This design comes from an exercise in tuning for small area on the open sky130 flow, not from production work.
The RTL was checked by simulation tests, not by an equivalence proof against the original design.
No activity file was given, so power comes from the tool's default toggle rates.

==> design.v <==
`timescale 1ns/1ns
`default_nettype none
module top (input wire clk,
            input wire rst,
            input wire mic_data_1,
            input wire mic_data_2,
            output wire serial_tx,
            output wire mic_clk_1,
            output wire mic_clk_2,
            output wire sel_2,
            output wire serial_split);
assign sel_2 = 1'b1;
reg [18:0] tc;
always @(posedge clk)
  if (rst) tc <= 19'd7;
  else     tc <= tc + 19'd1;
wire [1:0] j  = tc[1:0];
wire       j0 = (j == 2'd0);
wire       p0 = (tc[9:2] == 8'd1);
wire       p255 = (tc[9:2] == 8'd0);
wire pdm_clk = tc[1] ^ tc[0];
assign mic_clk_1 = pdm_clk;
assign mic_clk_2 = pdm_clk;
assign serial_split = pdm_clk;
reg fresh;
always @(posedge clk)
  if (rst) fresh <= 1'b1;
  else if (tc[2:0] == 3'd3) fresh <= 1'b0;
reg init;
always @(posedge clk)
  if (rst) init <= 1'b1;
  else if (tc[12]) init <= 1'b0;
reg u1h, u2h;
always @(posedge clk)
  if (j0) begin
    u1h <= mic_data_1;
    u2h <= mic_data_2;
  end
wire u1 = j0 ? mic_data_1 : u1h;
wire u2 = j0 ? mic_data_2 : u2h;
wire [8:0] q = {~tc[9] & (tc[8:2] != 7'd0), ~tc[9], tc[8:2]};
reg  [3:0] dH_d, E_d, Hc_d;
always @* begin
  case (j)
    2'd0: begin dH_d = q[3:0];    E_d = 4'h0;             Hc_d = fresh ? 4'h1 : 4'h0; end
    2'd1: begin dH_d = q[7:4];    E_d = {q[0], 3'b100};   Hc_d = fresh ? 4'h4 : 4'hc; end
    2'd2: begin dH_d = {4{q[8]}}; E_d = q[4:1];           Hc_d = 4'hf; end
    default: begin dH_d = {4{q[8]}}; E_d = q[8:5];        Hc_d = 4'h3; end
  endcase
end
reg [15:0] hr;           
reg hcy, fcy, lcy;       
wire [3:0] hbase = (fresh | p0) ? Hc_d : hr[3:0];
wire [3:0] Hn, Wf, Wl;
wire hco, fco, lco;
add4 HU (.a(hbase), .b(dH_d), .ci(~j0 & hcy), .s(Hn), .co(hco));
add4 FU (.a(Hn), .b(E_d), .ci(~j0 & fcy), .s(Wf), .co(fco));
add4 LU (.a(Hn), .b(~E_d), .ci(j0 | lcy), .s(Wl), .co(lco));
wire [3:0] Wm = ~{Hn[2:0], ~j0 & hr[15]};
always @(posedge clk) begin
  hr  <= {Hn, hr[15:4]};
  hcy <= hco;
  fcy <= fco;
  lcy <= lco;
end
wire [15:0] c1_hi, c1_lo, c2_hi, c2_lo;
cicwin W1 (.clk(clk), .fresh(fresh), .j0(j0), .p0(p0), .u(u1),
           .Wf(Wf), .Wm(Wm), .Wl(Wl), .c_lo(c1_lo), .c_hi(c1_hi));
cicwin W2 (.clk(clk), .fresh(fresh), .j0(j0), .p0(p0), .u(u2),
           .Wf(Wf), .Wm(Wm), .Wl(Wl), .c_lo(c2_lo), .c_hi(c2_hi));
reg [47:0] sh;    
reg [47:0] sl;    
wire wr_h = p255;
wire wr_l = p255 & j[1];
wire [3:0] sh_in = {c2_hi[1:0], c1_hi[1:0]};
wire [7:0] sl_in = {c2_lo[3:0], c1_lo[3:0]};
always @(posedge clk) begin
  sh <= {wr_h ? sh_in : sh[3:0], sh[47:4]};
  sl <= {wr_l ? sl_in : sl[7:0], sl[47:8]};
end
reg [15:0] th;    
reg [15:0] tl;    
always @(posedge clk) begin
  th <= {wr_h ? sh[3:0] : th[3:0], th[15:4]};
  tl <= {wr_l ? sl[7:0] : tl[7:0], tl[15:8]};
end
reg [3:0] baud;
always @(posedge clk)
  if (rst) baud <= 4'd0;
  else     baud <= (baud == 4'd14) ? 4'd0 : baud + 4'd1;
wire baud_ce = (baud == 4'd7);
wire start_now = (tc[9:5] == 5'd0) && (tc[4:0] >= 5'd6) && (tc[4:0] <= 5'd20) &&
                 !(init && tc[18:10] == 9'd0);
reg transmitting;
reg [3:0] pos;
reg [1:0] chr;
always @(posedge clk)
  if (rst)
    transmitting <= 1'b0;
  else if (baud_ce) begin
    if (start_now) begin
      transmitting <= 1'b1;
      pos <= 4'd0;
      chr <= 2'd0;
    end else if (transmitting) begin
      if (pos == 4'd10) begin
        transmitting <= 1'b0;
        pos <= 4'd0;
        chr <= 2'd0;
      end else if (pos == 4'd9 && chr != 2'd3) begin
        pos <= 4'd0;
        chr <= chr + 2'd1;
      end else
        pos <= pos + 4'd1;
    end
  end
wire [2:0] b = pos[2:0];
wire [3:0] tl_lane = chr[1] ? tl[3:0] : tl[7:4];
wire [1:0] th_lane = chr[1] ? th[1:0] : th[3:2];
wire fetch = chr[0] ? (j == b[2:1]) : (j[0] == b[2]);
wire fbit  = chr[0] ? th_lane[b[0]] : tl_lane[b[1:0]];
reg nb, txb;
always @(posedge clk) begin
  if (fetch)   nb  <= fbit;
  if (baud_ce) txb <= nb;
end
wire mk   = (tc[18:10] == 9'd0);    
wire dbit = init ? 1'b0 : ((mk & chr[1]) | txb);
assign serial_tx = !transmitting || (pos >= 4'd9) || ((pos != 4'd0) && dbit);
endmodule
module add4 (input wire [3:0] a, input wire [3:0] b, input wire ci, output wire [3:0] s, output wire co);
wire [4:0] c;
assign c[0] = ci;
genvar i;
generate for (i = 0; i < 4; i = i + 1) begin : g
  assign {c[i+1], s[i]} = a[i] + b[i] + c[i];
end endgenerate
assign co = c[4];
endmodule
module cicwin (input wire clk,
               input wire fresh,
               input wire j0,
               input wire p0,
               input wire u,
               input wire [3:0] Wf,
               input wire [3:0] Wm,
               input wire [3:0] Wl,
               output wire [15:0] c_lo,
               output wire [15:0] c_hi);
reg [15:0] al, bl, cl;
reg [7:0]  ah, bh, ch;
reg alc, blc, clc, ahc, bhc, chc;
wire keep = ~fresh & ~p0;
wire move = ~fresh & p0;
wire [3:0] a_b  = keep ? al[3:0] : 4'h0;
wire [3:0] b_b  = keep ? bl[3:0] : (move ? al[3:0] : 4'h0);
wire [3:0] c_b  = keep ? cl[3:0] : (move ? bl[3:0] : 4'h0);
wire [1:0] a_hb = keep ? ah[1:0] : 2'h0;
wire [1:0] b_hb = keep ? bh[1:0] : (move ? ah[1:0] : 2'h0);
wire [1:0] c_hb = keep ? ch[1:0] : (move ? bh[1:0] : 2'h0);
wire a_hci = j0 ? (keep & alc) : ahc;
wire b_hci = j0 ? ((keep & blc) | (move & alc)) : bhc;
wire c_hci = j0 ? ((keep & clc) | (move & blc)) : chc;
wire [3:0] a_s, b_s, c_s;
wire a_co, b_co, c_co;
add4 A (.a(a_b), .b(Wf & {4{u}}), .ci(~j0 & alc), .s(a_s), .co(a_co));
add4 B (.a(b_b), .b(Wm & {4{u}}), .ci(j0 ? u : blc), .s(b_s), .co(b_co));
add4 C (.a(c_b), .b(Wl & {4{u}}), .ci(~j0 & clc), .s(c_s), .co(c_co));
wire [1:0] a_hs = {a_hb[1] ^ (a_hb[0] & a_hci), a_hb[0] ^ a_hci};
wire [1:0] b_hs = {b_hb[1] ^ (b_hb[0] & b_hci), b_hb[0] ^ b_hci};
wire [1:0] c_hs = {c_hb[1] ^ (c_hb[0] & c_hci), c_hb[0] ^ c_hci};
always @(posedge clk) begin
  al <= {a_s, al[15:4]};
  bl <= {b_s, bl[15:4]};
  cl <= {c_s, cl[15:4]};
  ah <= {a_hs, ah[7:2]};
  bh <= {b_hs, bh[7:2]};
  ch <= {c_hs, ch[7:2]};
  alc <= a_co; blc <= b_co; clc <= c_co;
  ahc <= a_hb[1] & a_hb[0] & a_hci;
  bhc <= b_hb[1] & b_hb[0] & b_hci;
  chc <= c_hb[1] & c_hb[0] & c_hci;
end
assign c_lo = cl;
assign c_hi = {8'h00, ch};
endmodule
==> flow/run.sh <==
#!/bin/bash
# Layout flow: the standard layout, except that
#  - synthesis maps the logic with an area-oriented ABC script (no buffering
#    or upsizing in ABC); it is otherwise ORFS's synthesis with the standard flow's
#    synthesis script, so the registers are the standard synthesis's;
#  - clock tree synthesis inserts no dummy loads.
set -euo pipefail
W=$PWD
rm -rf "$W/scripts_area"
cp -r "$FLOW_HOME/scripts" "$W/scripts_area"
printf 'strash\ndc2\ndch -f\namap\n' > "$W/scripts_area/abc_area.script"
make -C "$FLOW_HOME" DESIGN_CONFIG="$W/config.mk" WORK_HOME="$W/orfs" CLKGATE_MAP_FILE= \
  SYNTH_SCRIPT="$W/synth_recipe.tcl" SCRIPTS_DIR="$W/scripts_area" ABC_AREA=1 synth \
  > "$W/synth_area.log" 2>&1
export CTS_ARGS="-sink_clustering_enable -repair_clock_nets -sink_clustering_size 8 -sink_clustering_max_diameter 30 -buf_list sky130_fd_sc_hd__clkbuf_4 -dont_use_dummy_load"
bash standard.sh > "$W/layout.log" 2>&1
==> standard.sh <==
#!/bin/bash
# synth_recipe.tcl (not shown) runs the flow's synth.tcl, then flattens the netlist and writes it again
# the make line also repeats each setting of config.mk as NAME=value (left out here)
make -C /OpenROAD-flow-scripts/flow DESIGN_CONFIG=/design/flow/config.mk WORK_HOME=/design/flow/orfs CLKGATE_MAP_FILE= SYNTH_SCRIPT=/design/flow/synth_recipe.tcl "${@:-finish}"
==> config.mk <==
export PLATFORM = sky130hd
export DESIGN_NAME = top
export DESIGN_NICKNAME = top
export VERILOG_FILES = /design/flow/design.v
export SDC_FILE = /design/flow/constraint.sdc
export NUM_CORES = 4
export LEC_CHECK = 0
export CAP_MARGIN = 20
export CORE_MARGIN = 2
export CORE_UTILIZATION = 40
export CTS_BUF_LIST = sky130_fd_sc_hd__clkbuf_8
export CTS_CLUSTER_DIAMETER = 50
export CTS_CLUSTER_SIZE = 16
export SLEW_MARGIN = 20
==> constraint.sdc <==
create_clock -name core_clock -period 10.0 [get_ports {clk}]
set_input_delay 2.0000 -clock core_clock [delete_from_list [all_inputs] [get_ports {clk}]]
set_output_delay 2.0000 -clock core_clock [all_outputs]
set_load 0.01 [all_outputs]
==> results_dict.tcl, run 1 <==
set metrics [dict create \
    outcome "finished clean" \
    cts-resized-gates 0 \
    worstSkewPairLatency_ps 680 \
    path_common_cell "nor2_1" \
    drt_wl_total_um 16270 \
    worstHoldPathType "flop to flop" \
    clk_pin_slew_ps 80 \
    pwr-share-comb 0.150 \
    fin_crit_sh 0.6027 \
    synth_cell_type_count 33 \
    crit_path_max_incr_delay_ps 850 \
    synth_area_per_cell_sq_um 11.97 \
    start_kind "flop" \
    max_slew_margin 0.3356 \
    synthXorXnorAreaFrac 0 \
    htreeDepth 2 \
    slew_viol_final 0 \
    crit_path_cell_trace "clkinv_1 > nand3_1 > nor3_1 > nor3b_1 > nor2_1 > buf_4 > clkinv_1 > buf_4 > o22ai_1 > fa_1 > nor2_1 > a21oi_1 > ha_1 > nor2_1 > a22oi_1 > ha_1 > a21oi_1 > clkinv_1 > a22oi_1 > ha_1 > a21oi_1 > fa_1 > nor2_1 > fa_1" \
    dieHeight_um 161.1 \
    die_area_sq_um 25960 \
    hold_buffers 0 \
    ys_ff_latch 339 \
    power_density_nw_per_um2 278.0 \
    leakagePower_nw 4.169 \
    setup_tns_ps 0 \
    seq_power_share 0.633 \
    cts_buffers 55 \
    crit_type "flop to flop" \
    worst_path_max_delay_cell "nor3b_1" \
    clk_path_buf_depth 3 \
    drive_above_1_share 0.06539 \
    hold_ws_ps 269.5 \
    grt_pass1_wl_um 26910 \
    initial_core_util 0.4073 \
    dr.pass1.iters 4 \
    ant_nets 0 \
    die_w_um 161.1 \
    stdcell_area_sq_um 10770 \
    mostFrequentLayoutCells "dfxtp_1 (331), clkinv_1 (114), nor2_1 (80)" \
    period_needed_ps 6027 \
    grt_max_degree 34 \
    num_vias 5568 \
    critPathCaptureType "flop" \
    cts_tree "built" \
    via_per_inst 4.594 \
    dpl.hpwl_um 11030 \
    post_cts_buffers 0 \
    synth_compound_area_frac 0.08932 \
    p_clk_frac 0.217 \
    synthAdderAreaFrac 0.09603 \
    synth.cell_area_sq_um 9876 \
    ctsRootBufferMaster "clkbuf_4" \
    switching_share 0.2659 \
    grt-ovfl-total 0 \
    tightest_slew_ps 994.4 \
    grt_use_total 0.1304 \
    muxShareOfSynthArea 0 \
    path_max_fanout 33 \
    place_area_sq_um 10350 \
    vdd_drop_max_v 0.0001213 \
    port_buffers 7 \
    grt_pass1_vias 5415 \
    yosys_warnings 2 \
    arrival_ps 6520 \
    area_delta_synth_final_pct 9.021 \
    nNetsFinal 949 \
    p_int_mw 2.198 \
    synth-simple-area-share 0.07336 \
    setup_violations 0 \
    rsz0062_at_grt "no" \
    wire_per_inst_um 13.43 \
    fmax_ghz 0.1659 \
    grt_antenna_before_repair 1 \
    drv_cap 0 \
    netSwitchingPower_mw 0.7961 \
    drtIter0Drc 207 \
    worstPathRequired_ps 10490 \
    synth_top_family_by_area "adder cells" \
    route.detailed.drc 0 \
    final_common_cell "dfxtp_1" \
    ioPinCount 9 \
    rows 57 \
    synth_cells 825 \
    place_congestion 0.8886 \
    core_sq_um 24250 \
    hold_violations 0 \
    cts.sinks 339 \
    finalClockSkew_ps 93.39 \
    synth_nets 885 \
    seq_area_frac_synth 0.6953 \
]
[power by group through the flow]
stage          clock [mW]  sequential [mW]  combinational [mW]
3_5_place_dp            0             1.93               0.449
4_1_cts             0.684             1.90               0.457
5_1_grt             0.745             1.94               0.525
6_report            0.649             1.90               0.449
3_3_place_gp            0             1.92               0.448
2_1_floorplan           0             1.88               0.320
[cells in the mapped netlist, drive strengths merged]
cell type / number / area, sq um
a21oi: 29 / 145.1
a211o: 1 / 8.760
nand3: 9 / 45.04
a22oi: 7 / 52.55
o21ai: 30 / 150.1
a311oi: 2 / 17.52
o31ai: 3 / 22.52
edfxtp: 8 / 240.2
o2111ai: 1 / 8.760
o22ai: 37 / 231.5
a31oi: 1 / 6.260
fa: 33 / 660.6
nor2b: 5 / 31.28
clkinv: 114 / 427.9
or2: 2 / 12.51
a211oi: 9 / 67.56
nor4: 6 / 37.54
buf: 3 / 22.52
o32ai: 4 / 35.03
conb: 1 / 3.750
a32oi: 8 / 70.07
and3: 5 / 31.28
nor3: 12 / 60.06
nor2: 80 / 300.3
o221a: 1 / 11.26
a221oi: 2 / 17.52
ha: 23 / 287.8
o32a: 1 / 10.01
a311o: 1 / 10.01
nor3b: 1 / 7.510
o22a: 2 / 17.52
dfxtp: 331 / 6626
nand2: 53 / 198.9
[cell type report]
class                   instances  area [sq um]
well taps                     324         405.4
flip-flops and latches        339          6867
repair buffers                 10         92.59
diodes                          1         2.502
fillers                      2322         13480
inverters                     114         427.9
multi-input cells             369          2559
clock buffers                  55         412.9
[worst max-delay path, delay by kind of cell, from the launching register on]
family | cells | cell delay, ps
AOI/OAI and AO/OA | 6 | 760
adders and majority gates | 6 | 2110
buffers and inverters | 5 | 900
DFF | 1 | 310
and+or+nand+nor | 7 | 1830
[worst paths after layout]
kind,startpoint,to,slack (ps),cells past startpoint
worst max-delay path,tc[6]$_SDFF_PP0_,W1.al[15]$_DFF_P_,3970,24
worst min-delay path,W1.al[6]$_DFF_P_,W1.al[2]$_DFF_P_,270,0
worst max register to register,tc[6]$_SDFF_PP0_,W1.al[15]$_DFF_P_,3970,24
worst min register to register,W1.al[6]$_DFF_P_,W1.al[2]$_DFF_P_,270,0
[cells by family after synthesis]
group / Yosys count
flip-flops: 339
AND/OR/NAND/NOR: 173
AO/OA/AOI/OAI: 139
buffers and inverters: 117
adder cells (fa/ha/maj): 56
other: 1
[state kept, by name (all words and copies together) (netlist names), 16 cells and up]
name / flops
W1.cl: 16
th: 16
sl: 48
W2.cl: 16
sh: 48
W1.al: 16
tl: 16
W1.bl: 16
W2.al: 16
tc: 19
hr: 16
W2.bl: 16
[metrics by stage]
stage / setup WS, ps / power [mW] / std cells / util
after floorplan: 4185 / 2.204 / 825 / -
after CTS: 3955 / 3.044 / 1211 / 0.4439
after global routing: 3338 / 3.206 / 1212 / 0.4440
final: 3973 / 2.994 / 1212 / 0.4440
after detailed placement: 3982 / 2.381 / 1156 / 0.4269
after global placement: 4118 / 2.365 / 1156 / 0.4269
[metal layers]
layer	GRT usage	up-vias	wire length [um]
met2	0.1933	93	7056
met4	0.05032	0	381
met1	0.1813	2612	8158
li1	-	2832	-
met5	0	-	0
met3	0.03724	31	676
==> run 2: changes to the inputs <==
--- a/flow/run.sh
+++ b/flow/run.sh
@@ -12,5 +12,5 @@
 make -C "$FLOW_HOME" DESIGN_CONFIG="$W/config.mk" WORK_HOME="$W/orfs" CLKGATE_MAP_FILE= \
   SYNTH_SCRIPT="$W/synth_recipe.tcl" SCRIPTS_DIR="$W/scripts_area" ABC_AREA=1 synth \
   > "$W/synth_area.log" 2>&1
-export CTS_ARGS="-sink_clustering_enable -repair_clock_nets -sink_clustering_size 8 -sink_clustering_max_diameter 30 -buf_list sky130_fd_sc_hd__clkbuf_4 -dont_use_dummy_load"
+export CTS_ARGS="-sink_clustering_enable -repair_clock_nets -sink_clustering_size 20 -sink_clustering_max_diameter 45 -buf_list sky130_fd_sc_hd__clkbuf_8 -dont_use_dummy_load"
 bash standard.sh > "$W/layout.log" 2>&1
==> results_dict.tcl, run 2 <==
set metrics [dict create \
    outcome "finished clean" \
    synth_cell_type_count 33 \
    ys_ff_latch 339 \
    synth_area_per_cell_sq_um 11.97 \
    synth_top_family_by_area "adder cells" \
    synth-simple-area-share 0.07336 \
    cts_buffers 27 \
    grt_antenna_before_repair 0 \
    final_cells 1183 \
    fin_ws_ps 3992 \
    drt_wl_total_um 15900 \
    worstSkewPairLatency_ps 570 \
    grt_pass1_wl_um 26180 \
    mostFrequentLayoutCells "dfxtp_1 (331), clkinv_1 (114), nor2_1 (80)" \
    dieHeight_um 161.1 \
    setup_tns_ps 0 \
    synth_most_common_cell "dfxtp_1" \
    antennaDiodeCount 0 \
    arrival_ps 6410 \
    grt_pass1_vias 5133 \
    synthXorXnorAreaFrac 0 \
    fmax_ghz 0.1664 \
    synth_compound_area_frac 0.08932 \
    ioPinCount 9 \
    worstPathRequired_ps 10400 \
    clk_path_buf_depth 3 \
    muxShareOfSynthArea 0 \
    yosysTopAreaCell "dfxtp_1" \
    max_slew_margin 0.3343 \
    async_flop_share 0 \
    synthTopCellsByArea "dfxtp_1 (67%), fa_1 (6.7%), clkinv_1 (4.3%), nor2_1 (3.0%), ha_1 (2.9%)" \
    wire_per_inst_um 13.44 \
    fin_crit_sh 0.6008 \
    crit_type "flop to flop" \
    pre_cts_ws_ps 3982 \
    htreeDepth 1 \
    place_congestion 0.8886 \
    critPathCaptureType "flop" \
    cts.sinks 339 \
    post_cts_buffers 0 \
    ant_nets 0 \
    drtIter0Drc 274 \
    setup_violations 0 \
    start_kind "flop" \
    drive_above_1_share 0.03492 \
    dp.cells 1156 \
    path_max_fanout 33 \
    finalClockSkew_ps 59.79 \
    num_vias 5407 \
    dr.pass1.iters 4 \
    nNetsFinal 921 \
    synth-main-ff-cell "dfxtp_1" \
    slew_viol_final 0 \
    leakagePower_nw 4.110 \
    synthAdderAreaFrac 0.09603 \
    cts_tree "built" \
    dpl.hpwl_um 11030 \
    route.detailed.drc 0 \
    yosys_warnings 2 \
    stdcell_area_sq_um 10720 \
    hold_violations 0 \
    area_delta_synth_final_pct 8.577 \
    final_common_cell "dfxtp_1" \
    grt-ovfl-total 0 \
    vdd_drop_max_v 0.0001582 \
    hold_buffers 0 \
    grt_max_degree 34 \
    drv_cap 0 \
    synth.cell_area_sq_um 9876 \
    top_regs "sh: 48 flops, sl: 48 flops, tc: 19 flops" \
    seq_area_frac_synth 0.6953 \
    via_per_inst 4.571 \
    die_area_sq_um 25960 \
    core_sq_um 24250 \
    power_density_nw_per_um2 276.4 \
    rsz0062_at_grt "no" \
    synth_top_area_frac 0.6710 \
    port_buffers 7 \
    cts-resized-gates 0 \
    synth_edf_count 8 \
    die_w_um 161.1 \
    period_needed_ps 6008 \
    rows 57 \
    synth_cells 825 \
    synth_nets 885 \
    tightest_slew_ps 996.4 \
    place_area_sq_um 10350 \
    clk_pin_slew_ps 90 \
    ctsRootBufferMaster "clkbuf_8" \
    initial_core_util 0.4073 \
    worstHoldPathType "flop to flop" \
    synthTopCellsByCount "dfxtp_1 (331), clkinv_1 (114), nor2_1 (80), nand2_1 (53), o22ai_1 (37)" \
    grt_use_total 0.1253 \
    fillCellCount 2308 \
]
run 2: cell counts after synthesis:
No cell type changed its count.
run 2: layout make-up:
cell class | count | area [sq um] | share of cell area
sequential | 339 | 6867 | 0.6404
multi-input combinational | 369 | 2559 | 0.2386
tap | 324 | 405.4 | 0.03781
clock buffer | 27 | 371.6 | 0.03466
inverter | 114 | 427.9 | 0.03991
timing repair buffer | 10 | 92.59 | 0.008635
run 2: routing by layer:
layer  track usage  vias up  wire (um)
li1              -     2757          -
met1        0.1835     2537       8140
met2        0.1900       82       6741
met3       0.02286       31        572
met4       0.03734        0        445
met5             0        -          0
run 2: cell families (layout without fill, tap and decap cells):
family                     count (synthesis)  in the layout
other                                      1              1
and+or+nand+nor                          173            173
AOI/OAI and AO/OA                        139            139
adders and majority gates                 56             56
DFF                                      339            339
buffers and inverters                    117            151
run 2: path summary, 6_finish.rpt:
kind | startpoint | end | slack, ps | cells past startpoint
worst max-delay path | tc[7]$_SDFF_PP0_ | W1.al[15]$_DFF_P_ | 3990 | 25
worst min-delay path | W1.cl[15]$_DFF_P_ | W1.cl[11]$_DFF_P_ | 290 | 0
worst max register to register | tc[7]$_SDFF_PP0_ | W1.al[15]$_DFF_P_ | 3990 | 25
worst min register to register | W1.cl[15]$_DFF_P_ | W1.cl[11]$_DFF_P_ | 290 | 0
run 2: power by group:
group	internal [mW]	leakage, nW	switching (mW)
combinational	0.164	1.10	0.284
clock	0.241	0.194	0.380
sequential	1.78	2.82	0.113
run 2: critical path: stages (launching register included):
cell	delay, ps
dfxtp_1	310
clkinv_1	110
nand3_1	110
nor3_1	260
nor3b_1	850
nor2_1	90
buf_4	260
clkinv_1	60
buf_4	340
o22ai_1	160
fa_1	690
nor2_1	110
a21oi_1	140
ha_1	160
nor2_1	60
clkinv_1	60
a22oi_1	80
ha_1	190
a21oi_1	180
clkinv_1	110
a22oi_1	210
ha_1	170
a21oi_1	50
fa_1	510
nor2_1	170
fa_1	440
run 2: per-stage QoR:
step,hold slack [ps],utilization,total power [mW]
after CTS,290.1,0.4422,3.008
after detailed placement,312.1,0.4269,2.381
after global placement,309.5,0.4269,2.365
after global routing,297.0,0.4422,3.155
final,294.1,0.4422,2.963
after floorplan,309.6,-,2.204
==> run 3: changes to the inputs <==
--- a/flow/run.sh
+++ b/flow/run.sh
@@ -12,5 +12,5 @@
 make -C "$FLOW_HOME" DESIGN_CONFIG="$W/config.mk" WORK_HOME="$W/orfs" CLKGATE_MAP_FILE= \
   SYNTH_SCRIPT="$W/synth_recipe.tcl" SCRIPTS_DIR="$W/scripts_area" ABC_AREA=1 synth \
   > "$W/synth_area.log" 2>&1
-export CTS_ARGS="-sink_clustering_enable -repair_clock_nets -sink_clustering_size 20 -sink_clustering_max_diameter 45 -buf_list sky130_fd_sc_hd__clkbuf_8 -dont_use_dummy_load"
+export CTS_ARGS="-sink_clustering_enable -repair_clock_nets -sink_clustering_size 10 -sink_clustering_max_diameter 40 -buf_list sky130_fd_sc_hd__clkbuf_8 -sink_clustering_buffer sky130_fd_sc_hd__clkbuf_4 -dont_use_dummy_load"
 bash standard.sh > "$W/layout.log" 2>&1
==> results_dict.tcl, run 3 <==
set metrics [dict create \
    port_buffers 7 \
    finalClockSkew_ps 62.21 \
    worstPathRequired_ps 10380 \
    synth-main-ff-cell "dfxtp_1" \
    top_regs "sh: 48 flops, sl: 48 flops, tc: 19 flops" \
    total_power_mw 2.954 \
    htreeDepth 2 \
    grt-ovfl-total 0 \
    synth_nets 885 \
    die_w_um 161.1 \
    setup_violations 0 \
    pre_cts_ws_ps 3982 \
    r2r_start "tc[7]$_SDFF_PP0_" \
    cts-resized-gates 0 \
    cts.sinks 339 \
    gr-usage-met3 0.02825 \
    die_area_sq_um 25960 \
    ctsRootBufferMaster "clkbuf_8" \
    wire_per_inst_um 13.53 \
    fin_crit_sh 0.6030 \
    ant_nets 0 \
    ioPinCount 9 \
    yosys_warnings 2 \
    clk_pin_slew_ps 110 \
    hold_violations 0 \
    power_density_nw_per_um2 276.2 \
    dieHeight_um 161.1 \
    synthTopCellsByArea "dfxtp_1 (67%), fa_1 (6.7%), clkinv_1 (4.3%), nor2_1 (3.0%), ha_1 (2.9%)" \
    final_common_cell "dfxtp_1" \
    crit_end "W1.al[15]$_DFF_P_" \
    fin_util 0.4412 \
    outcome "finished clean" \
    path_max_fanout 33 \
    period_needed_ps 6030 \
    synth_cell_type_count 33 \
    vdd_drop_max_v 0.0001426 \
    multi_input_area_sq_um 2559 \
    grt_max_degree 34 \
    mostFrequentLayoutCells "dfxtp_1 (331), clkinv_1 (114), nor2_1 (80)" \
    use_met2 0.1939 \
    grt_pass1_vias 5319 \
    tightest_slew_ps 1009 \
    yosysTopAreaCell "dfxtp_1" \
    start_kind "flop" \
    synth.cell_area_sq_um 9876 \
    rsz0062_at_grt "no" \
    grt_antenna_before_repair 0 \
    drive_above_1_share 0.05149 \
    startpoint "tc[7]$_SDFF_PP0_" \
    clk_path_buf_depth 3 \
    synth_top_area_frac 0.6710 \
    synthTopCellsByCount "dfxtp_1 (331), clkinv_1 (114), nor2_1 (80), nand2_1 (53), o22ai_1 (37)" \
    antennaDiodeCount 0 \
    hold_buffers 0 \
    post_cts_buffers 0 \
    fillCellCount 2334 \
    initial_core_util 0.4073 \
    drv_cap 0 \
    fin_ws_ps 3970 \
    worstHoldPathType "flop to flop" \
    worstSkewPairLatency_ps 540 \
    num_vias 5512 \
    route.detailed.drc 0 \
    dpl.hpwl_um 11030 \
    async_flop_share 0 \
    nNetsFinal 936 \
    cts_tree "built" \
    leakagePower_nw 4.122 \
    seq_area_frac_synth 0.6953 \
    dp.cells 1156 \
    place_congestion 0.8886 \
    top_usage_layer "met2" \
    max_slew_margin 0.3259 \
    rows 57 \
    via_per_inst 4.601 \
    area_delta_synth_final_pct 8.324 \
    dr.pass1.iters 4 \
    crit_type "flop to flop" \
    regArea_sq_um 6867 \
    final_cells 1198 \
    ys_ff_latch 339 \
    grt_use_total 0.1294 \
    synth_cells 825 \
    slew_viol_final 0 \
    grtUsageMet1 0.1837 \
    arrival_ps 6410 \
    grt_pass1_wl_um 26840 \
    drt_wl_total_um 16200 \
    cts_buffers 42 \
    setup_tns_ps 0 \
    reg2reg_to "W1.al[15]$_DFF_P_" \
    r2r_cells 24 \
    synth_most_common_cell "dfxtp_1" \
    drtIter0Drc 248 \
    core_sq_um 24250 \
    reg2reg_slack_ps 3970 \
    synth_edf_count 8 \
    fmax_ghz 0.1658 \
    synth_area_per_cell_sq_um 11.97 \
    critPathCaptureType "flop" \
]
## run 3: cell types whose count changed in the layout (fill, tap and decap cells not counted)
cell / delta
clkbuf_8: -22
clkbuf_4: +37
## run 3: logic make-up (layout without fill, tap and decap cells)
logic type      after synthesis  after routing  share of synthesized area
simple gates                173            173                    0.07336
compound gates              139            139                    0.08932
fa+ha+maj                    56             56                    0.09603
buf+inv                     117            166                    0.04561
flops                       339            339                     0.6953
other cells                   1              1                  0.0003797
## run 3: worst min-delay path by stage
| stage | start | end | slack, ps | cells after the start |
|---|---|---|---|---|
| final | sl[46]$_DFF_P_ | sl[38]$_DFF_P_ | 290 | 0 |
| after detailed placement | W2.bh[6]$_DFF_P_ | W2.bh[4]$_DFF_P_ | 310 | 0 |
| after global placement | W2.bl[10]$_DFF_P_ | W2.bl[6]$_DFF_P_ | 310 | 0 |
| after floorplan | W1.ah[2]$_DFF_P_ | W1.ah[0]$_DFF_P_ | 310 | 0 |
| after CTS | W2.bh[2]$_DFF_P_ | W2.bh[0]$_DFF_P_ | 300 | 0 |
| after global routing | W2.bh[2]$_DFF_P_ | W2.bh[0]$_DFF_P_ | 290 | 0 |
## run 3: power by group
group	switching, mW	total, mW	internal, mW	leakage [nW]
combinational	0.285	0.448	0.164	1.10
sequential	0.114	1.90	1.78	2.82
clock	0.393	0.611	0.218	0.206
## run 3: worst max-delay path, stage by stage, from the launching register on
cell and delay [ps]:
dfxtp_1 330, clkinv_1 120, nand3_1 110, nor3_1 250, nor3b_1 860, nor2_1 80
buf_4 260, clkinv_1 60, buf_4 340, o22ai_1 160, fa_1 610, nor2_1 190
a21oi_1 60, ha_1 190, nor2_1 150, a22oi_1 90, ha_1 190, a21oi_1 180
clkinv_1 120, a22oi_1 210, ha_1 170, a21oi_1 50, fa_1 500, nor2_1 170
fa_1 440
## run 3: metal layers
metal / up-vias / wire, um
met5: - / 0
met4: 0 / 362
met3: 33 / 549
met2: 90 / 7017
met1: 2590 / 8275
li1: 2799 / -
## run 3: through the flow
stage | hold WS (ps) | cell area [sq um]
2_1_floorplan | 309.6 | 9876
4_1_cts | 295.2 | 10700
6_report | 291.9 | 10700
3_5_place_dp | 312.1 | 10350
3_3_place_gp | 309.5 | 10350
5_1_grt | 294.7 | 10700
## run 3: cell type report
type	count	area share
Clock buffer	42	0.03240
Tap cell	324	0.03789
Sequential cell	339	0.6419
Multi-Input combinational cell	369	0.2392
Timing Repair Buffer	10	0.008655
Inverter	114	0.04000
==> run 4: changes to the inputs <==
--- a/design.v
+++ b/design.v
@@ -75,14 +75,14 @@
 wire [3:0] sh_in = {c2_hi[1:0], c1_hi[1:0]};
 wire [7:0] sl_in = {c2_lo[3:0], c1_lo[3:0]};
 always @(posedge clk) begin
-  sh <= {wr_h ? sh_in : sh[3:0], sh[47:4]};
-  sl <= {wr_l ? sl_in : sl[7:0], sl[47:8]};
+  sh <= {~(wr_h ? sh_in : sh[3:0]), sh[47:4]};
+  sl <= {~(wr_l ? sl_in : sl[7:0]), sl[47:8]};
 end
 reg [15:0] th;    
 reg [15:0] tl;    
 always @(posedge clk) begin
-  th <= {wr_h ? sh[3:0] : th[3:0], th[15:4]};
-  tl <= {wr_l ? sl[7:0] : tl[7:0], tl[15:8]};
+  th <= {~(wr_h ? sh[3:0] : th[3:0]), th[15:4]};
+  tl <= {~(wr_l ? sl[7:0] : tl[7:0]), tl[15:8]};
 end
 reg [3:0] baud;
 always @(posedge clk)
@@ -118,7 +118,7 @@
 wire [3:0] tl_lane = chr[1] ? tl[3:0] : tl[7:4];
 wire [1:0] th_lane = chr[1] ? th[1:0] : th[3:2];
 wire fetch = chr[0] ? (j == b[2:1]) : (j[0] == b[2]);
-wire fbit  = chr[0] ? th_lane[b[0]] : tl_lane[b[1:0]];
+wire fbit  = chr[0] ? (th_lane[b[0]] ^ tc[2]) : (tl_lane[b[1:0]] ^ ~tc[1]);
 reg nb, txb;
 always @(posedge clk) begin
   if (fetch)   nb  <= fbit;
--- a/flow/run.sh
+++ b/flow/run.sh
@@ -12,5 +12,5 @@
 make -C "$FLOW_HOME" DESIGN_CONFIG="$W/config.mk" WORK_HOME="$W/orfs" CLKGATE_MAP_FILE= \
   SYNTH_SCRIPT="$W/synth_recipe.tcl" SCRIPTS_DIR="$W/scripts_area" ABC_AREA=1 synth \
   > "$W/synth_area.log" 2>&1
-export CTS_ARGS="-sink_clustering_enable -repair_clock_nets -sink_clustering_size 10 -sink_clustering_max_diameter 40 -buf_list sky130_fd_sc_hd__clkbuf_8 -sink_clustering_buffer sky130_fd_sc_hd__clkbuf_4 -dont_use_dummy_load"
+export CTS_ARGS="-sink_clustering_enable -repair_clock_nets -sink_clustering_size 20 -sink_clustering_max_diameter 60 -buf_list sky130_fd_sc_hd__clkbuf_8 -dont_use_dummy_load"
 bash standard.sh > "$W/layout.log" 2>&1
==> config.mk (replaced) <==
export PLATFORM = sky130hd
export DESIGN_NAME = top
export DESIGN_NICKNAME = top
export VERILOG_FILES = /design/flow/design.v
export SDC_FILE = /design/flow/constraint.sdc
export NUM_CORES = 4
export LEC_CHECK = 0
export CAP_MARGIN = 20
export CORE_MARGIN = 2
export CORE_UTILIZATION = 60
export PLACE_DENSITY = 0.75
export SLEW_MARGIN = 20
==> results_dict.tcl, run 4 <==
set metrics [dict create \
    dp.cells 1015 \
    drv_cap 0 \
    fin_util 0.6545 \
    setup_violations 0 \
    die_w_um 131.8 \
    grt_antenna_before_repair 0 \
    place_congestion 0.8997 \
    leakagePower_nw 4.023 \
    seq_area_frac_synth 0.7004 \
    setup_tns_ps 0 \
    path_max_fanout 22 \
    mostFrequentLayoutCells "dfxtp_1 (331), clkinv_1 (88), nor2_1 (82)" \
    die_area_sq_um 17380 \
    dieHeight_um 131.8 \
    vdd_drop_max_v 0.0001536 \
    rsz0062_at_grt "no" \
    synth_area_per_cell_sq_um 12.38 \
    synth_cells 792 \
    final_cells 1036 \
    grt_pass1_wl_um 27260 \
    clk_pin_slew_ps 100 \
    synth_cell_type_count 34 \
    grt_max_degree 33 \
    num_vias 5491 \
    slew_viol_final 0 \
    start_kind "flop" \
    grt_use_total 0.1933 \
    ctsRootBufferMaster "clkbuf_8" \
    worstSkewPairLatency_ps 540 \
    drtIter0Drc 469 \
    outcome "finished clean" \
    ant_nets 0 \
    power_density_nw_per_um2 279.7 \
    antennaDiodeCount 0 \
    hold_violations 0 \
    grt-ovfl-total 0 \
    yosysTopAreaCell "dfxtp_1" \
    core_sq_um 15940 \
    synth_edf_count 8 \
    cts_tree "built" \
    post_cts_buffers 0 \
    arrival_ps 6350 \
    port_buffers 7 \
    cts-resized-gates 0 \
    finalClockSkew_ps 39.13 \
    initial_core_util 0.6149 \
    dpl.hpwl_um 11600 \
    crit_type "flop to flop" \
    drt_wl_total_um 16430 \
    final_common_cell "dfxtp_1" \
    via_per_inst 5.300 \
    cts.sinks 339 \
    route.detailed.drc 0 \
    synthTopCellsByCount "dfxtp_1 (331), clkinv_1 (88), nor2_1 (83), o22ai_1 (38), a21oi_1 (37)" \
    area_delta_synth_final_pct 6.445 \
    critPathCaptureType "flop" \
    wire_per_inst_um 15.86 \
    synth_most_common_cell "dfxtp_1" \
    top_regs "sh: 48 flops, sl: 48 flops, tc: 19 flops" \
    synth_top_area_frac 0.6759 \
    async_flop_share 0 \
    synthTopCellsByArea "dfxtp_1 (68%), fa_1 (6.7%), clkinv_1 (3.4%), nor2_1 (3.2%), ha_1 (2.9%)" \
    fmax_ghz 0.1685 \
    worstHoldPathType "flop to flop" \
    synth_nets 852 \
    yosys_warnings 2 \
    hold_buffers 0 \
    period_needed_ps 5933 \
    grt_pass1_vias 5509 \
    reg2reg_slack_ps 4070 \
    drive_above_1_share 0.03049 \
    ioPinCount 9 \
    fillCellCount 1205 \
    rows 46 \
    worstPathRequired_ps 10420 \
    cts_buffers 21 \
    synth.cell_area_sq_um 9803 \
    dr.pass1.iters 5 \
    nNetsFinal 882 \
    ys_ff_latch 339 \
    htreeDepth 1 \
    tightest_slew_ps 795.5 \
    fin_crit_sh 0.5933 \
    synth-main-ff-cell "dfxtp_1" \
    clk_path_buf_depth 3 \
    max_slew_margin 0.4696 \
]
run 4: changes by cell type after synthesis, sizes merged, moves of 2 or more:
cell    change
a211oi      +2
a21oi       +8
a32o        +6
clkinv     -26
nand2      -18
nor2        +3
nor2b       +3
o21ai      -14
o32ai       +2
run 4: layout make-up:
type | count | area, sq um | share of cell area
flip-flops and latches | 339 | 6867 | 0.6580
multi-input cells | 362 | 2586 | 0.2478
inverters | 88 | 330.3 | 0.03165
clock buffers | 21 | 289.0 | 0.02770
repair buffers | 10 | 92.59 | 0.008873
well taps | 216 | 270.3 | 0.02590
run 4: logic make-up (layout without fill, tap and decap cells):
kind of cell	count (synthesis)	in the layout	synth area share
AO/OA/AOI/OAI	142	142	0.09471
adder cells (fa/ha/maj)	56	56	0.09675
buffers and inverters	91	119	0.03599
flip-flops	339	339	0.7004
other	1	1	0.0003825
AND/OR/NAND/NOR	163	163	0.07173
run 4: final timing paths:
check	start	endpoint	cells past startpoint
max	tc[1]$_SDFF_PP1_	W1.al[15]$_DFF_P_	22
min	W1.cl[15]$_DFF_P_	W1.cl[11]$_DFF_P_	0
max reg2reg	tc[1]$_SDFF_PP1_	W1.al[15]$_DFF_P_	22
min reg2reg	W1.cl[15]$_DFF_P_	W1.cl[11]$_DFF_P_	0
run 4: metrics by stage:
step / worst slack, ps / cell area (sq um) / power (mW) / hold WS [ps]
2_1_floorplan: 3911 / 9803 / 2.207 / 309.6
4_1_cts: 4256 / 10440 / 2.943 / 307.9
3_5_place_dp: 4252 / 10150 / 2.389 / 312.1
3_3_place_gp: 4518 / 10150 / 2.354 / 309.6
5_1_grt: 3635 / 10440 / 3.085 / 315.0
6_report: 4067 / 10440 / 2.919 / 323.0
run 4: power by group:
group	leakage, nW	internal (mW)	total (mW)	switching [mW]
clock network	0.151	0.190	0.555	0.364
logic	1.05	0.170	0.425	0.255
registers	2.82	1.79	1.94	0.149
total	4.02	2.15	2.92	0.768
run 4: worst max-delay path: stages (launching register included):
cell and delay [ps]:
dfxtp_1 410, clkinv_1 180, ha_1 590, clkinv_1 700, nand2_1 400, o21ai_0 160
o22ai_1 170, fa_1 550, clkinv_1 110, a22oi_1 90, ha_1 190, a21oi_1 180
clkinv_1 110, a22oi_1 200, ha_1 170, a21oi_1 50, nor2_1 130, a21oi_1 60
ha_1 180, nor2_1 150, fa_1 460, nor2_1 150, fa_1 440
run 4: routing by layer:
| metal | share of wire | up-vias | global-route usage |
|---|---|---|---|
| li1 | - | 2684 | - |
| met1 | 0.44 | 2598 | 0.2634 |
| met4 | 0.026 | 0 | 0.05556 |
| met5 | 0 | - | 0 |
| met3 | 0.065 | 42 | 0.03691 |
| met2 | 0.47 | 167 | 0.3188 |
==> run 5: changes to the inputs <==
--- a/design.v
+++ b/design.v
@@ -55,8 +55,14 @@
 wire hco, fco, lco;
 add4 HU (.a(hbase), .b(dH_d), .ci(~j0 & hcy), .s(Hn), .co(hco));
 add4 FU (.a(Hn), .b(E_d), .ci(~j0 & fcy), .s(Wf), .co(fco));
-add4 LU (.a(Hn), .b(~E_d), .ci(j0 | lcy), .s(Wl), .co(lco));
-wire [3:0] Wm = ~{Hn[2:0], ~j0 & hr[15]};
+wire [4:0] lb;
+assign lb[0] = ~j0 & lcy;
+genvar m;
+generate for (m = 0; m < 4; m = m + 1) begin : sl_
+  assign {lb[m+1], Wl[m]} = {1'b0, Hn[m]} - {1'b0, E_d[m]} - {1'b0, lb[m]};
+end endgenerate
+assign lco = lb[4];
+wire [3:0] Wm = {Hn[2:0], ~j0 & hr[15]};
 always @(posedge clk) begin
   hr  <= {Hn, hr[15:4]};
   hcy <= hco;
@@ -64,9 +70,9 @@
   lcy <= lco;
 end
 wire [15:0] c1_hi, c1_lo, c2_hi, c2_lo;
-cicwin W1 (.clk(clk), .fresh(fresh), .j0(j0), .p0(p0), .u(u1),
+cicwin W1 (.clk(clk), .fresh(fresh), .j0(j0), .p0(p0), .u(u1), .uh(u1h),
            .Wf(Wf), .Wm(Wm), .Wl(Wl), .c_lo(c1_lo), .c_hi(c1_hi));
-cicwin W2 (.clk(clk), .fresh(fresh), .j0(j0), .p0(p0), .u(u2),
+cicwin W2 (.clk(clk), .fresh(fresh), .j0(j0), .p0(p0), .u(u2), .uh(u2h),
            .Wf(Wf), .Wm(Wm), .Wl(Wl), .c_lo(c2_lo), .c_hi(c2_hi));
 reg [47:0] sh;    
 reg [47:0] sl;    
@@ -86,9 +92,9 @@
 end
 reg [3:0] baud;
 always @(posedge clk)
-  if (rst) baud <= 4'd0;
-  else     baud <= (baud == 4'd14) ? 4'd0 : baud + 4'd1;
-wire baud_ce = (baud == 4'd7);
+  if (rst) baud <= 4'd1;
+  else     baud <= {baud[2:0], baud[3] ^ baud[2]};
+wire baud_ce = (baud == 4'd10);
 wire start_now = (tc[9:5] == 5'd0) && (tc[4:0] >= 5'd6) && (tc[4:0] <= 5'd20) &&
                  !(init && tc[18:10] == 9'd0);
 reg transmitting;
@@ -142,6 +148,7 @@
                input wire j0,
                input wire p0,
                input wire u,
+               input wire uh,
                input wire [3:0] Wf,
                input wire [3:0] Wm,
                input wire [3:0] Wl,
@@ -159,12 +166,19 @@
 wire [1:0] b_hb = keep ? bh[1:0] : (move ? ah[1:0] : 2'h0);
 wire [1:0] c_hb = keep ? ch[1:0] : (move ? bh[1:0] : 2'h0);
 wire a_hci = j0 ? (keep & alc) : ahc;
-wire b_hci = j0 ? ((keep & blc) | (move & alc)) : bhc;
-wire c_hci = j0 ? ((keep & clc) | (move & blc)) : chc;
+wire b_pend = uh & ~blc;
+wire b_hci = j0 ? ((keep & b_pend) | (move & alc)) : bhc;
+wire c_hci = j0 ? ((keep & clc) | (move & b_pend)) : chc;
 wire [3:0] a_s, b_s, c_s;
 wire a_co, b_co, c_co;
 add4 A (.a(a_b), .b(Wf & {4{u}}), .ci(~j0 & alc), .s(a_s), .co(a_co));
-add4 B (.a(b_b), .b(Wm & {4{u}}), .ci(j0 ? u : blc), .s(b_s), .co(b_co));
+wire [4:0] bb;
+assign bb[0] = ~j0 & blc;
+genvar k;
+generate for (k = 0; k < 4; k = k + 1) begin : sb
+  assign {bb[k+1], b_s[k]} = {1'b0, b_b[k]} - {1'b0, Wm[k] & u} - {1'b0, bb[k]};
+end endgenerate
+assign b_co = bb[4];
 add4 C (.a(c_b), .b(Wl & {4{u}}), .ci(~j0 & clc), .s(c_s), .co(c_co));
 wire [1:0] a_hs = {a_hb[1] ^ (a_hb[0] & a_hci), a_hb[0] ^ a_hci};
 wire [1:0] b_hs = {b_hb[1] ^ (b_hb[0] & b_hci), b_hb[0] ^ b_hci};
==> results_dict.tcl, run 5 <==
set metrics [dict create \
    outcome "finished clean" \
    die_w_um 131.5 \
    wire_per_inst_um 15.48 \
    fmax_ghz 0.1656 \
    path_max_fanout 19 \
    reg2reg_slack_ps 3960 \
    synth_most_common_cell "dfxtp_1" \
    core_sq_um 15890 \
    dr.pass1.iters 5 \
    grt_max_degree 30 \
    top_regs "sh: 48 flops, sl: 48 flops, tc: 19 flops" \
    route.detailed.drc 0 \
    wirelength_met1_um 7538 \
    hold_start "sh[40]$_DFF_P_" \
    synth_edf_count 8 \
    fin_crit_sh 0.6039 \
    pre_cts_ws_ps 4102 \
    synth-main-ff-cell "dfxtp_1" \
    fin_ws_ps 3961 \
    total_power_mw 3.118 \
    final_cells 1034 \
    drtIter0Drc 409 \
    htreeDepth 1 \
    leakagePower_nw 4.116 \
    drive_above_1_share 0.02934 \
    vdd_drop_max_v 0.0001793 \
    initial_core_util 0.6143 \
    dieHeight_um 131.5 \
    drv_cap 0 \
    die_area_sq_um 17300 \
    grt_pass1_wl_um 26590 \
    regArea_sq_um 6867 \
    grt_pass1_vias 5485 \
    finalClockSkew_ps 32.32 \
    antennaDiodeCount 0 \
    async_flop_share 0 \
    period_needed_ps 6039 \
    wl_met3_um 665 \
    cts_buffers 21 \
    final_common_cell "dfxtp_1" \
    area_delta_synth_final_pct 6.450 \
    tightest_slew_ps 938.8 \
    min_to "sh[36]$_DFF_P_" \
    synth_cells 790 \
    hold_violations 0 \
    port_buffers 7 \
    nNetsFinal 879 \
    reg2reg_to "W1.al[15]$_DFF_P_" \
    arrival_ps 6450 \
    ys_ff_latch 339 \
    yosysTopAreaCell "dfxtp_1" \
    synth.cell_area_sq_um 9758 \
    rows 46 \
    dpl.hpwl_um 11120 \
    fillCellCount 1210 \
    grt_use_total 0.1900 \
    worstPathRequired_ps 10420 \
    synth_cell_type_count 36 \
    setup_tns_ps 0 \
    via_per_inst 5.195 \
    synthTopCellsByCount "dfxtp_1 (331), clkinv_1 (92), nor2_1 (64), o22ai_1 (47), nand2_1 (40)" \
    synth_area_per_cell_sq_um 12.35 \
    post_cts_buffers 0 \
    yosys_warnings 2 \
    setup_violations 0 \
    rsz0062_at_grt "no" \
    clk_pin_slew_ps 120 \
    synth_nets 849 \
    clk_path_buf_depth 3 \
    hold-path-cell-count 0 \
    hold_buffers 0 \
    synth_top_area_frac 0.6791 \
    worstSkewPairLatency_ps 540 \
    cts_tree "built" \
    critPathCaptureType "flop" \
    startpoint "tc[1]$_SDFF_PP1_" \
    drt_wl_total_um 16010 \
    met2_length_um 7468 \
    r2r_cells 23 \
    place_congestion 0.9060 \
    mostFrequentLayoutCells "dfxtp_1 (331), clkinv_1 (92), nor2_1 (64)" \
    ctsRootBufferMaster "clkbuf_8" \
    ant_nets 0 \
    r2r_start "tc[1]$_SDFF_PP1_" \
    num_vias 5372 \
    seq_area_frac_synth 0.7037 \
    crit_type "flop to flop" \
    multi_input_area_sq_um 2524 \
    dp.cells 1013 \
    grt_antenna_before_repair 0 \
    top_layer "met4" \
    grt-ovfl-total 0 \
    worstHoldPathType "flop to flop" \
    start_kind "flop" \
    cts-resized-gates 0 \
    fin_util 0.6539 \
    slew_viol_final 0 \
    synthTopCellsByArea "dfxtp_1 (68%), fa_1 (6.8%), clkinv_1 (3.5%), o22ai_1 (3.0%), ha_1 (2.8%)" \
    ioPinCount 9 \
    power_density_nw_per_um2 300.2 \
    cts.sinks 339 \
    max_slew_margin 0.3726 \
]
run 5: layout make-up:
cell class | count | share of cell area
clock buffer | 21 | 0.02782
tap | 216 | 0.02602
sequential | 339 | 0.6610
timing repair buffer | 10 | 0.008913
multi-input combinational | 356 | 0.2430
inverter | 92 | 0.03324
run 5: cell families (layout without fill, tap and decap cells):
family | after synthesis | after routing | synth area share
adder cells (fa/ha/maj) | 55 | 55 | 0.09591
AO/OA/AOI/OAI | 141 | 141 | 0.08937
buffers and inverters | 95 | 123 | 0.03770
AND/OR/NAND/NOR | 159 | 159 | 0.07296
flip-flops | 339 | 339 | 0.7037
other | 1 | 1 | 0.0003843
run 5: critical path: stages, from the launching register on:
cell,delay (ps)
dfxtp_1,430
clkinv_1,160
ha_1,610
clkinv_1,650
nand2_1,270
o21ai_0,130
a21oi_1,130
or2_0,160
fa_1,500
nor2_1,170
a21oi_1,60
ha_1,180
or2_0,260
nor2_1,120
a21oi_1,70
ha_1,200
a21oi_1,160
a21oi_1,100
ha_1,180
or2_0,240
fa_1,530
nand2_1,70
fa_1,490
clkinv_1,50
run 5: metal layers:
layer  vias to the layer above  track usage
met5                         -            0
met4                         0      0.04227
met3                        24      0.03395
met2                       121       0.3185
met1                      2562       0.2604
li1                       2665            -
run 5: how the worst max path moves through the flow:
stage,endpoint,slack (ps)
final,W1.al[15]$_DFF_P_,3960
after global routing,W1.al[15]$_DFF_P_,3510
after detailed placement,W2.al[15]$_DFF_P_,4100
after CTS,W1.al[15]$_DFF_P_,4030
after global placement,W1.al[15]$_DFF_P_,4320
after floorplan,W1.cl[15]$_DFF_P_,3980
run 5: through the flow:
step                hold WS [ps]  area, sq um
finish                     302.5        10390
global route               300.8        10390
CTS                        296.4        10390
detailed placement         312.1        10100
global placement           310.0        10100
floorplan                  309.6         9758
run 5: power by group:
part | internal (mW) | switching [mW]
Combinational | 0.215 | 0.321
Sequential | 1.86 | 0.162
Clock | 0.190 | 0.365
==> run 6: changes to the inputs <==
--- a/flow/run.sh
+++ b/flow/run.sh
@@ -12,5 +12,5 @@
 make -C "$FLOW_HOME" DESIGN_CONFIG="$W/config.mk" WORK_HOME="$W/orfs" CLKGATE_MAP_FILE= \
   SYNTH_SCRIPT="$W/synth_recipe.tcl" SCRIPTS_DIR="$W/scripts_area" ABC_AREA=1 synth \
   > "$W/synth_area.log" 2>&1
-export CTS_ARGS="-sink_clustering_enable -repair_clock_nets -sink_clustering_size 20 -sink_clustering_max_diameter 60 -buf_list sky130_fd_sc_hd__clkbuf_8 -dont_use_dummy_load"
+export CTS_ARGS="-sink_clustering_enable -repair_clock_nets -sink_clustering_size 22 -sink_clustering_max_diameter 55 -buf_list sky130_fd_sc_hd__clkbuf_8 -dont_use_dummy_load"
 bash standard.sh > "$W/layout.log" 2>&1
==> results_dict.tcl, run 6 <==
set metrics [dict create \
    async_flop_share 0 \
    cts_buffers 21 \
    synth_cells 790 \
    antennaDiodeCount 0 \
    nNetsFinal 879 \
    mostFrequentLayoutCells "dfxtp_1 (331), clkinv_1 (92), nor2_1 (64)" \
    finalClockSkew_ps 47.63 \
    cts.sinks 339 \
    crit_path_max_incr_delay_ps 650 \
    wire_per_inst_um 15.30 \
    ioPinCount 9 \
    worstHoldPathType "flop to flop" \
    dpl.hpwl_um 11120 \
    arrival_ps 6420 \
    clk_path_buf_depth 3 \
    ctsRootBufferMaster "clkbuf_8" \
    leakagePower_nw 4.116 \
    drtIter0Drc 412 \
    fillCellCount 1211 \
    tightest_slew_ps 917.7 \
    pre_cts_ws_ps 4102 \
    synth_nets 849 \
    fmax_ghz 0.1663 \
    dr.pass1.iters 4 \
    grt_use_total 0.1889 \
    path_common_cell "a21oi_1" \
    synth_edf_count 8 \
    drt_wl_total_um 15820 \
    power_density_nw_per_um2 299.0 \
    synth-main-ff-cell "dfxtp_1" \
    port_buffers 7 \
    grt_max_degree 30 \
    ys_ff_latch 339 \
    place_congestion 0.9060 \
    rows 46 \
    period_needed_ps 6013 \
    max_slew_margin 0.3867 \
    clk_pin_slew_ps 110 \
    top_regs "sh: 48 flops, sl: 48 flops, tc: 19 flops" \
    fin_ws_ps 3987 \
    start_kind "flop" \
    final_common_cell "dfxtp_1" \
    grt_pass1_vias 5466 \
    initial_core_util 0.6143 \
    htreeDepth 1 \
    synth_cell_type_count 36 \
    rsz0062_at_grt "no" \
    critPathCaptureType "flop" \
    synthTopCellsByArea "dfxtp_1 (68%), fa_1 (6.8%), clkinv_1 (3.5%), o22ai_1 (3.0%), ha_1 (2.8%)" \
    cts_tree "built" \
    path_max_fanout 19 \
    core_sq_um 15890 \
    crit_path_cell_trace "clkinv_1 > ha_1 > clkinv_1 > nand2_1 > o21ai_0 > a21oi_1 > or2_0 > fa_1 > nor2_1 > a21oi_1 > ha_1 > or2_0 > nor2_1 > a21oi_1 > ha_1 > a21oi_1 > a21oi_1 > ha_1 > or2_0 > fa_1 > nand2_1 > fa_1 > clkinv_1" \
    drive_above_1_share 0.02934 \
    slew_viol_final 0 \
    drv_cap 0 \
    via_per_inst 5.165 \
    switching_share 0.2697 \
    area_delta_synth_final_pct 6.450 \
    yosys_warnings 2 \
    ant_nets 0 \
    cts-resized-gates 0 \
    netSwitchingPower_mw 0.8375 \
    use_met2 0.3234 \
    synth.cell_area_sq_um 9758 \
    synth_area_per_cell_sq_um 12.35 \
    pwr-share-comb 0.172 \
    grt-ovfl-total 0 \
    setup_violations 0 \
    seq_power_share 0.652 \
    yosysTopAreaCell "dfxtp_1" \
    crit_type "flop to flop" \
    route.detailed.drc 0 \
    worstSkewPairLatency_ps 540 \
    post_cts_buffers 0 \
    num_vias 5341 \
    gr-usage-met3 0.03009 \
    synth_most_common_cell "dfxtp_1" \
    grtUsageMet1 0.2525 \
    top_usage_layer "met2" \
    seq_area_frac_synth 0.7037 \
    hold_buffers 0 \
    die_area_sq_um 17300 \
    grt_antenna_before_repair 0 \
    fin_crit_sh 0.6013 \
    vdd_drop_max_v 0.0001955 \
    worst_path_max_delay_cell "clkinv_1" \
    p_int_mw 2.268 \
    synth_top_area_frac 0.6791 \
    p_clk_frac 0.176 \
    grt_pass1_wl_um 26420 \
    outcome "finished clean" \
    die_w_um 131.5 \
    synthTopCellsByCount "dfxtp_1 (331), clkinv_1 (92), nor2_1 (64), o22ai_1 (47), nand2_1 (40)" \
    setup_tns_ps 0 \
    dieHeight_um 131.5 \
    worstPathRequired_ps 10410 \
    hold_violations 0 \
]
-- run 6: cell counts in the layout (fill, tap and decap cells not counted) --
No cell type changed its count.
-- run 6: power by group through the flow --
stage | logic [mW] | clock network, mW | registers [mW]
2_1_floorplan | 0.386 | 0 | 1.98
3_3_place_gp | 0.521 | 0 | 2.04
3_5_place_dp | 0.532 | 0 | 2.06
4_1_cts | 0.543 | 0.569 | 2.03
5_1_grt | 0.612 | 0.616 | 2.08
6_report | 0.533 | 0.548 | 2.02
-- run 6: kinds of logic after synthesis --
| group | after synthesis | share of synthesized area |
|---|---|---|
| adders and majority gates | 55 | 0.09591 |
| buffers and inverters | 95 | 0.03770 |
| DFF | 339 | 0.7037 |
| AOI/OAI and AO/OA | 141 | 0.08937 |
| other | 1 | 0.0003843 |
| and+or+nand+nor | 159 | 0.07296 |
-- run 6: layout make-up --
class	instances	area, sq um	area share
Timing Repair Buffer	10	92.59	0.008913
Sequential cell	339	6867	0.6610
Tap cell	216	270.3	0.02602
Inverter	92	345.3	0.03324
Clock buffer	21	289.0	0.02782
Multi-Input combinational cell	356	2524	0.2430
-- run 6: layer usage --
layer	routed length, um	part of all wire
met1	7321	0.46
met2	7488	0.47
met3	687	0.043
met4	325	0.021
met5	0	0
-- run 6: critical path, delay by kind of cell, from the launching register on --
family	cells	cell delay, ps
adders and majority gates	7	2710
and+or+nand+nor	7	1280
buffers and inverters	3	860
AOI/OAI and AO/OA	6	630
DFF	1	420
-- run 6: path summary, 6_finish.rpt --
check                                       from                end  slack [ps]  cells past startpoint
worst max-delay path            tc[1]$_SDFF_PP1_  W1.al[15]$_DFF_P_        3990                     23
worst min register to register  W1.ch[7]$_DFF_P_   W1.ch[5]$_DFF_P_         290                      0
worst min-delay path            W1.ch[7]$_DFF_P_   W1.ch[5]$_DFF_P_         290                      0
worst max register to register  tc[1]$_SDFF_PP1_  W1.al[15]$_DFF_P_        3990                     23
-- run 6: per-stage QoR --
step / util / cells / instance area [sq um] / power, mW / hold slack, ps
2_1_floorplan: - / 790 / 9758 / 2.369 / 309.6
3_3_place_gp: 0.6357 / 1013 / 10100 / 2.559 / 310.0
3_5_place_dp: 0.6357 / 1013 / 10100 / 2.590 / 312.1
4_1_cts: 0.6539 / 1034 / 10390 / 3.145 / 288.5
5_1_grt: 0.6539 / 1034 / 10390 / 3.303 / 284.4
6_report: 0.6539 / 1034 / 10390 / 3.106 / 287.2
==> run 7: changes to the inputs <==
==> flow/run.sh (replaced) <==
#!/bin/bash
# Layout flow: the standard layout, except that
#  - synthesis maps the logic with an area-oriented ABC script (no buffering
#    or upsizing in ABC); it is otherwise ORFS's synthesis with the standard flow's
#    synthesis script, so the registers are the standard synthesis's;
#  - clock tree synthesis inserts no dummy loads;
#  - every input and output port is buffered with the smallest buffer.
set -euo pipefail
W=$PWD
rm -rf "$W/scripts_area"
cp -r "$FLOW_HOME/scripts" "$W/scripts_area"
printf 'strash\ndc2\ndch -f\namap\n' > "$W/scripts_area/abc_area.script"
make -C "$FLOW_HOME" DESIGN_CONFIG="$W/config.mk" WORK_HOME="$W/orfs" CLKGATE_MAP_FILE= \
  SYNTH_SCRIPT="$W/synth_recipe.tcl" SCRIPTS_DIR="$W/scripts_area" ABC_AREA=1 synth \
  > "$W/synth_area.log" 2>&1
export CTS_ARGS="-sink_clustering_enable -repair_clock_nets -sink_clustering_size 24 -sink_clustering_max_diameter 45 -buf_list sky130_fd_sc_hd__clkbuf_8 -dont_use_dummy_load"
export BUFFER_PORTS_ARGS="-buffer_cell sky130_fd_sc_hd__buf_1"
bash standard.sh > "$W/layout.log" 2>&1
--- a/config.mk
+++ b/config.mk
@@ -8,5 +8,5 @@
 export CAP_MARGIN = 20
 export CORE_MARGIN = 2
 export CORE_UTILIZATION = 60
-export PLACE_DENSITY = 0.75
+export PLACE_DENSITY = 0.9
 export SLEW_MARGIN = 20
==> results_dict.tcl, run 7 <==
set metrics [dict create \
    setup_violations 0 \
    cts-resized-gates 0 \
    leakagePower_nw 4.125 \
    yosys_warnings 2 \
    place_congestion 0.8796 \
    ioPinCount 9 \
    die_w_um 131.5 \
    yosysTopAreaCell "dfxtp_1" \
    finalClockSkew_ps 59.21 \
    async_flop_share 0 \
    antennaDiodeCount 0 \
    initial_core_util 0.6143 \
    dpl.hpwl_um 11590 \
    num_vias 5578 \
    rsz0062_at_grt "no" \
    synthAdderAreaFrac 0.09591 \
    grt_pass1_wl_um 27270 \
    worstPathRequired_ps 10430 \
    cts_tree "built" \
    synthTopCellsByArea "dfxtp_1 (68%), fa_1 (6.8%), clkinv_1 (3.5%), o22ai_1 (3.0%), ha_1 (2.8%)" \
    synth_most_common_cell "dfxtp_1" \
    grt-ovfl-total 0 \
    path_max_fanout 29 \
    r2r_start "tc[8]$_SDFF_PP0_" \
    grt_max_degree 30 \
    cts_buffers 25 \
    synth_nets 849 \
    dr.pass1.iters 7 \
    synth.cell_area_sq_um 9758 \
    stdcell_area_sq_um 10410 \
    via_per_inst 5.374 \
    reg2reg_slack_ps 3890 \
    vdd_drop_max_v 0.0001782 \
    rows 46 \
    ys_ff_latch 339 \
    setup_tns_ps 0 \
    synthXorXnorAreaFrac 0 \
    worstSkewPairLatency_ps 560 \
    drt_wl_total_um 16530 \
    slew_viol_final 0 \
    top_regs "sh: 48 flops, sl: 48 flops, tc: 19 flops" \
    synth-main-ff-cell "dfxtp_1" \
    grt_antenna_before_repair 0 \
    drtIter0Drc 368 \
    port_buffers 7 \
    area_delta_synth_final_pct 6.642 \
    muxShareOfSynthArea 0 \
    hold_ws_ps 262.8 \
    route.detailed.drc 0 \
    synth_top_family_by_area "adder cells" \
    wire_per_inst_um 15.93 \
    seq_area_frac_synth 0.7037 \
    start_kind "flop" \
    outcome "finished clean" \
    ant_nets 0 \
    reg2reg_to "W1.al[15]$_DFF_P_" \
    fin_crit_sh 0.6109 \
    max_slew_margin 0.4208 \
    synthTopCellsByCount "dfxtp_1 (331), clkinv_1 (92), nor2_1 (64), o22ai_1 (47), nand2_1 (40)" \
    grt_pass1_vias 5614 \
    hold-path-cell-count 0 \
    htreeDepth 1 \
    clk_path_buf_depth 3 \
    tightest_slew_ps 866.8 \
    die_area_sq_um 17300 \
    crit_type "flop to flop" \
    fmax_ghz 0.1637 \
    critPathCaptureType "flop" \
    period_needed_ps 6109 \
    hold_violations 0 \
    synth_cells 790 \
    fillCellCount 1138 \
    fin_util 0.6551 \
    synth_compound_area_frac 0.08937 \
    place_area_sq_um 10050 \
    synth-simple-area-share 0.07296 \
    ctsRootBufferMaster "clkbuf_8" \
    min_to "hr[9]$_DFF_P_" \
    hold_buffers 0 \
    worstHoldPathType "flop to flop" \
    synth_top_area_frac 0.6791 \
    drive_above_1_share 0.03650 \
    synth_cell_type_count 36 \
    arrival_ps 6540 \
    hold_start "hr[13]$_DFF_P_" \
    mostFrequentLayoutCells "dfxtp_1 (331), clkinv_1 (92), nor2_1 (63)" \
    grt_use_total 0.1953 \
    r2r_cells 24 \
    synth_area_per_cell_sq_um 12.35 \
    synth_edf_count 8 \
    cts.sinks 339 \
    drv_cap 0 \
    power_density_nw_per_um2 304.6 \
    post_cts_buffers 0 \
    clk_pin_slew_ps 120 \
    nNetsFinal 883 \
    core_sq_um 15890 \
    dieHeight_um 131.5 \
    final_common_cell "dfxtp_1" \
]
## run 7: logic make-up (layout without fill, tap and decap cells)
group                      count (synthesis)  after routing
AOI/OAI and AO/OA                        141            141
other                                      1              1
DFF                                      339            339
adders and majority gates                 55             55
buffers and inverters                     95            127
and+or+nand+nor                          159            159
## run 7: final cells by class
class                   count  area [sq um]  area share
clock buffers              25         344.1     0.03306
repair buffers             10         48.80    0.004689
flip-flops and latches    339          6867      0.6599
well taps                 216         270.3     0.02597
inverters                  92         345.3     0.03319
multi-input cells         356          2531      0.2432
## run 7: worst max path at each step
stage,end,slack (ps),depth (start not counted),from
after floorplan,W1.cl[15]$_DFF_P_,3980,17,tc[7]$_SDFF_PP0_
after global placement,W1.al[15]$_DFF_P_,4400,24,tc[6]$_SDFF_PP0_
after detailed placement,W2.al[15]$_DFF_P_,4060,24,tc[7]$_SDFF_PP0_
after CTS,W1.al[15]$_DFF_P_,4000,24,tc[8]$_SDFF_PP0_
after global routing,W1.al[15]$_DFF_P_,3540,24,tc[8]$_SDFF_PP0_
final,W1.al[15]$_DFF_P_,3890,24,tc[8]$_SDFF_PP0_
## run 7: critical path: stages, from the launching register on
cell and delay (ps):
dfxtp_1 340, clkinv_1 80, nand3_1 80, or3_1 370, nor4_1 530, nor2_1 100
buf_4 250, clkinv_1 470, o32ai_1 190, fa_1 590, nor2_1 160, a21oi_1 70
ha_1 200, or2_0 270, nor2_1 130, a21oi_1 60, ha_1 190, a21oi_1 190
a21oi_1 120, ha_1 180, or2_0 240, fa_1 520, nand2_1 80, fa_1 490
clkinv_1 70
## run 7: power by group
group / switching [mW] / internal [mW]
registers: 0.166 / 1.87
logic: 0.331 / 0.213
clock network: 0.371 / 0.224
## run 7: routing by layer
metal | share of wire | wire length, um | track usage
met1 | 0.43 | 7148 | 0.2563
met2 | 0.48 | 7983 | 0.3298
met3 | 0.056 | 919 | 0.03395
met4 | 0.029 | 482 | 0.06582
met5 | 0 | 0 | 0
## run 7: through the flow
stage               instances  worst slack, ps  total power, mW
floorplan                 790             3979            2.369
global placement         1013             4399            2.535
detailed placement       1013             4060            2.595
CTS                      1038             4000            3.189
global route             1038             3537            3.349
finish                   1038             3891            3.170

[re-timing with driven ports]
In the flow no input, the clock included, has a driving cell. The finished layouts below were timed again as built, in two steps.
Step 1 (the two cells are an assumption about what drives the block):
set clk [get_ports {clk}]
set_driving_cell -lib_cell sky130_fd_sc_hd__clkbuf_16 $clk
set_driving_cell -lib_cell sky130_fd_sc_hd__buf_2 [delete_from_list [all_inputs] $clk]
Step 2 times the ports against the registers' clock, not the clock port: input delays grow and output delays shrink by t, the midpoint of the rising clock arrivals with the driver on.
a / b / c = ideal / step 1 / step 2; a / b = the first two.
run	t, ns	setup WS [ns]	worst setup path after step 2
run 1	0.674	3.973 / 3.973 / 3.973	register to register
run 2	0.583	3.992 / 3.992 / 3.992	register to register
run 3	0.544	3.970 / 3.970 / 3.970	register to register
run 4	0.554	4.067 / 4.067 / 4.067	register to register
run 5	0.561	3.961 / 3.961 / 3.961	register to register
run 6	0.555	3.987 / 3.987 / 3.987	register to register
run 7	0.570	3.891 / 3.891 / 3.891	register to register
After both steps setup and hold are still met in every run listed.
